Context: an optimization exercise on an open-source flow, tuned for small area. The choices shown serve that exercise and are no tape-out recipe.
Where RTL was checked, it was by simulation tests only, not by an equivalence proof against the original.
No activity file was given, so power comes from the tool's default toggle rates.

Setup of red:
Design dino_game_top, start of the top module:
module dino_game_top(
    input clk, rst,
    input jump, crouch,
    output [7:0] dinor,
    output [15:0] outc,
    output [6:0] HEX0, HEX1, HEX2, HEX3, HEX4, HEX5
);
Size: roughly 83 flip-flops, roughly 70 I/O pins.
==> flow/config.mk <==
export PLATFORM = sky130hd
export DESIGN_NAME = dino_game_top
export DESIGN_NICKNAME = dino_game_top
export VERILOG_FILES = /design/flow/design.v
export SDC_FILE = /design/flow/constraint.sdc
export NUM_CORES = 4
export LEC_CHECK = 0
export ABC_AREA = 1
export CAP_MARGIN = 20
export CORE_MARGIN = 2
export CORE_UTILIZATION = 50
export SLEW_MARGIN = 20
==> flow/constraint.sdc <==
create_clock -name core_clock -period 10.0 [get_ports {clk}]
set_input_delay 2.0000 -clock core_clock [delete_from_list [all_inputs] [get_ports {clk}]]
set_output_delay 2.0000 -clock core_clock [all_outputs]
set_load 0.01 [all_outputs]
standard.sh (not shown) runs the stock make flow with config.mk's settings and CLKGATE_MAP_FILE= SYNTH_SCRIPT=/design/flow/synth_recipe.tcl, a recipe that flattens the netlist after the stock synthesis.
==> flow/flow/run.sh <==
#!/bin/bash
# Own flow: the standard ORFS layout (standard.sh), with these changes:
#  - synthesis: no half/full-adder cells (abc maps adders as plain gates), and
#    the final abc mapping uses flow/area.abc (area-oriented dch + amap);
#    everything else, registers included, is the standard flow's synthesis script;
#  - the port buffers are buf_1 cells;
#  - CTS uses clkbuf_8 buffers, larger sink clusters and no dummy loads.
# Every tool's output goes to standard_flow.log here, and ORFS's own logs to orfs/logs.
set -euo pipefail
work=$PWD
export ADDER_MAP_FILE=
export BUFFER_PORTS_ARGS="-buffer_cell sky130_fd_sc_hd__buf_1"
export CTS_ARGS="-sink_clustering_enable -repair_clock_nets -buf_list sky130_fd_sc_hd__clkbuf_8 -sink_clustering_size 40 -sink_clustering_max_diameter 100 -dont_use_dummy_load"
export MY_ABC_SCRIPT=$work/flow/area.abc
cat > $work/own_synth.tcl <<EOT
# The standard flow's synthesis script, with abc's -script replaced by \$::env(MY_ABC_SCRIPT)
proc abc {args} {
  set i [lsearch -exact \$args -script]
  if { \$i >= 0 } {
    set args [lreplace \$args [expr {\$i + 1}] [expr {\$i + 1}] \$::env(MY_ABC_SCRIPT)]
  }
  yosys abc {*}\$args
}
source $work/synth_recipe.tcl
EOT
sed "s|SYNTH_SCRIPT=[^ ]*|SYNTH_SCRIPT=$work/own_synth.tcl|" standard.sh > own_standard.sh
grep -q "SYNTH_SCRIPT=$work/own_synth.tcl" own_standard.sh
bash own_standard.sh > standard_flow.log 2>&1
==> flow/flow/area.abc <==
strash
dc2
dch -f
amap
mfs
strash
dc2
dch -f
amap
topo
#### Input delta (blue over red)
diff --git a/flow/flow/run.sh b/flow/flow/run.sh
--- a/flow/flow/run.sh
+++ b/flow/flow/run.sh
@@ -4 +4 @@
-#    the final abc mapping uses flow/area.abc (area-oriented dch + amap);
+#    the final abc mapping uses flow/area.abc (area-oriented dch + map -a);
@@ -13 +13 @@
-export CTS_ARGS="-sink_clustering_enable -repair_clock_nets -buf_list sky130_fd_sc_hd__clkbuf_8 -sink_clustering_size 40 -sink_clustering_max_diameter 100 -dont_use_dummy_load"
+export CTS_ARGS="-sink_clustering_enable -repair_clock_nets -buf_list sky130_fd_sc_hd__clkbuf_8 -sink_clustering_size 25 -sink_clustering_max_diameter 60 -dont_use_dummy_load"
==> flow/flow/area.abc <==
strash
dc2
dch -f
map -a
strash
dc2
dch -f
map -a
topo
Findings:
Final cell area: blue above red
Delta(combined area of all synthesized cells, blue - red) > 0
Fraction of registers with async set/reset: blue vs red identical
The inputs of green differ from those of blue as listed below.
diff --git a/flow/flow/run.sh b/flow/flow/run.sh
--- a/flow/flow/run.sh
+++ b/flow/flow/run.sh
@@ -4 +4 @@
-#    the final abc mapping uses flow/area.abc (area-oriented dch + map -a);
+#    the final abc mapping uses flow/area.abc (deepsyn for 60 s, then dch + amap);
@@ -7 +7 @@
-#  - CTS uses clkbuf_8 buffers, larger sink clusters and no dummy loads.
+#  - CTS uses a clkbuf_8 root, clkbuf_4 buffers, larger sink clusters and no dummy loads.
@@ -13 +13 @@
-export CTS_ARGS="-sink_clustering_enable -repair_clock_nets -buf_list sky130_fd_sc_hd__clkbuf_8 -sink_clustering_size 25 -sink_clustering_max_diameter 60 -dont_use_dummy_load"
+export CTS_ARGS="-sink_clustering_enable -repair_clock_nets -root_buf sky130_fd_sc_hd__clkbuf_8 -buf_list sky130_fd_sc_hd__clkbuf_4 -sink_clustering_size 40 -sink_clustering_max_diameter 100 -dont_use_dummy_load"
==> flow/flow/area.abc <==
strash
&get -n
&deepsyn -T 60
&put
dch -f
amap
strash
dch -f
amap
topo
--- outcome ---
- Average via count per standard cell for green is higher than for blue.
- Against blue, green comes in 27% higher on total power draw.
- Detailed router's first-iteration violation count: green vs blue down 58
- Utilization blue -> green: up
- On multi-input combinational gate total: between green and blue, it ends up higher for blue.
- Length in cells of the worst reg-to-reg path (blue / green): 0.944
- As of green, final standard cell area without fillers had fallen by a little under 10% compared to blue.
- Of green and blue, the lower worst hold slack belongs to blue.
- In the flow results for green and blue, the sequential share of layout area is smaller on blue.

========
Another version of the RTL of dino_game_top (not shown whole).
Size: ~83 flip-flops, ~5600 um2 of cells after synthesis.
export LEC_CHECK = 0
export ABC_AREA = 1
export CAP_MARGIN = 20
export CORE_MARGIN = 2
export CORE_UTILIZATION = 50
export SLEW_MARGIN = 20
create_clock -name core_clock -period 10.0 [get_ports {clk}]
==> flow/flow/run.sh <==
#!/bin/bash
# Own flow: the standard ORFS layout (standard.sh), with these changes:
#  - no half/full-adder cell mapping in synthesis (abc maps the adders as gates);
#  - the port buffers are buf_1 cells;
#  - CTS uses clkbuf_8 buffers, larger sink clusters and no dummy loads.
set -euo pipefail
export ADDER_MAP_FILE=
export BUFFER_PORTS_ARGS="-buffer_cell sky130_fd_sc_hd__buf_1"
export CTS_ARGS="-sink_clustering_enable -repair_clock_nets -buf_list sky130_fd_sc_hd__clkbuf_8 -sink_clustering_size 25 -sink_clustering_max_diameter 60 -dont_use_dummy_load"
bash standard.sh > standard_flow.log 2>&1
The starting point passed the timing, design-rule and antenna checks.
==> next run, changes <==
==> flow/run.sh (new file) <==
#!/bin/bash
# synth_recipe.tcl (not shown) runs the flow's synth.tcl, then flattens the netlist and writes it again
# the make line also repeats each setting of config.mk as NAME=value (left out here)
make -C /OpenROAD-flow-scripts/flow DESIGN_CONFIG=/design/flow/config.mk WORK_HOME=/design/flow/orfs CLKGATE_MAP_FILE= SYNTH_SCRIPT=/design/flow/synth_recipe.tcl finish
- CORE_UTILIZATION: 50 -> 40
removed: flow/flow/run.sh
removed: flow/standard.sh
Result: The new run produced a clean layout; final area increases by 19%; synthesized cell count increases by 5.6%; routed wire length goes up by 6.1%; clock skew drops by 25 ps; total power went up by 35%; via count climbs by 5.5%; sequential power went up by about 4%; global-route usage came out lower by 5.4 points; setup slack is better by 110 ps; flip-flop and latch count does not change; cell count rises by 9.5%.
==> next run, changes <==
- ABC_AREA: 1 -> not set
The changed run ran to the end with no violations.
Worst setup slack degrades by 710 ps.
Clock power increases by about 4%.
Global-route usage increases by 2.0 points.
Synthesized cell count decreases by about 6%.
Count of clock-buffer cells in the layout is unchanged.
Routed wire length increases by 14%.
Maximum frequency decreases by about 13%.
Via count increases by about 3%.
Critical path depth increases by 2.
Total power decreases by about 20%.
==> next run, changes <==
==> flow/flow/run.sh (new file) <==
#!/bin/bash
# Own flow: the standard ORFS layout (standard.sh), with these changes:
#  - synthesis: no half/full-adder cells (abc maps adders as plain gates), and
#    the final abc mapping uses flow/area.abc (area-oriented dch + map -a);
#    everything else, registers included, is the standard flow's synthesis script;
#  - the port buffers are buf_1 cells;
#  - CTS uses clkbuf_8 buffers, larger sink clusters and no dummy loads.
# Every tool's output goes to standard_flow.log here, and ORFS's own logs to orfs/logs.
set -euo pipefail
work=$PWD
export ADDER_MAP_FILE=
export BUFFER_PORTS_ARGS="-buffer_cell sky130_fd_sc_hd__buf_1"
export CTS_ARGS="-sink_clustering_enable -repair_clock_nets -buf_list sky130_fd_sc_hd__clkbuf_8 -sink_clustering_size 25 -sink_clustering_max_diameter 60 -dont_use_dummy_load"
export MY_ABC_SCRIPT=$work/flow/area.abc
cat > $work/own_synth.tcl <<EOT
# The standard flow's synthesis script, with abc's -script replaced by \$::env(MY_ABC_SCRIPT)
proc abc {args} {
  set i [lsearch -exact \$args -script]
  if { \$i >= 0 } {
    set args [lreplace \$args [expr {\$i + 1}] [expr {\$i + 1}] \$::env(MY_ABC_SCRIPT)]
  }
  yosys abc {*}\$args
}
source $work/synth_recipe.tcl
EOT
sed "s|SYNTH_SCRIPT=[^ ]*|SYNTH_SCRIPT=$work/own_synth.tcl|" standard.sh > own_standard.sh
grep -q "SYNTH_SCRIPT=$work/own_synth.tcl" own_standard.sh
bash own_standard.sh > standard_flow.log 2>&1
==> flow/flow/area.abc (new file) <==
strash
dc2
dch -f
map -a
strash
dc2
dch -f
map -a
topo
==> flow/standard.sh (new file) <==
#!/bin/bash
# synth_recipe.tcl (not shown) runs the flow's synth.tcl, then flattens the netlist and writes it again
# the make line also repeats each setting of config.mk as NAME=value (left out here)
make -C /OpenROAD-flow-scripts/flow DESIGN_CONFIG=/design/flow/config.mk WORK_HOME=/design/flow/orfs CLKGATE_MAP_FILE= SYNTH_SCRIPT=/design/flow/synth_recipe.tcl "${@:-finish}"
- ABC_AREA: not set -> 1
- CORE_UTILIZATION: 40 -> 50
removed: flow/run.sh
Effect: Non-clock buffer count is unchanged; global-route usage is higher by 3.2 points; die area fell by about 37%; power falls by 39%; synthesized cell count fell by about 12%; synthesized area falls by about 22%; fmax fell by 12%.
==> next run, changes <==
==> flow/run.sh (new file) <==
#!/bin/bash
# synth_recipe.tcl (not shown) runs the flow's synth.tcl, then flattens the netlist and writes it again
# the make line also repeats each setting of config.mk as NAME=value (left out here)
make -C /OpenROAD-flow-scripts/flow DESIGN_CONFIG=/design/flow/config.mk WORK_HOME=/design/flow/orfs CLKGATE_MAP_FILE= SYNTH_SCRIPT=/design/flow/synth_recipe.tcl finish
- ABC_CLOCK_PERIOD_IN_PS: not set -> 10000
removed: flow/flow/run.sh
removed: flow/flow/area.abc
removed: flow/standard.sh
After rerunning:
- routed wire length goes up by about a fifth
- via count goes up by about a fifth
- hold slack improved by 8.5 ps
- total power goes up by well over a third
- global-route usage goes down by 0.16 points
- final cell count goes up by about a fifth
- die area goes up by a quarter to a third
- first-iteration DRC count goes up by well over a third
- sequential share of layout area goes down by 9.1 points
No functional check of the RTL was part of any run of this note.

-- afterwards: timing with drivers on the ports --
The flow's constraints put no driver on any port. The routed layouts listed below were extracted and timed again, unchanged, in two steps.
Step 1 sets driving cells, clkbuf_16 on the clock port and buf_2 on the other inputs (assumed; they add their load-dependent delay and slew).
Step 2 times the ports against the registers' clock, not the clock port: input delays grow and output delays shrink by t, the midpoint of the rising clock arrivals with the driver on.
Slacks: ideal ports / drivers / drivers and shift; pairs: ideal ports / drivers.
| run | shift t [ns] | slack for setup (ns) | worst setup path at the end |
|---|---|---|---|
| red | 0.358 | 3.247 / 3.247 / 3.247 | register to register |
| blue | 0.360 | 2.280 / 2.280 / 2.280 | register to register |
| green | 0.360 | 3.603 / 3.603 / 3.603 | register to register |
| the first run of note 2 | 0.388 | 5.100 / 5.066 / 5.454 | register to output |
| the second run of note 2 | 0.380 | 5.212 / 5.172 / 5.552 | register to output |
| the third run of note 2 | 0.376 | 4.502 / 4.466 / 4.841 | register to output |
| the fourth run of note 2 | 0.359 | 3.751 / 3.751 / 3.751 | register to register |
| the fifth run of note 2 | 0.387 | 4.425 / 4.385 / 4.772 | register to output |
After both steps every run listed still meets setup and hold.
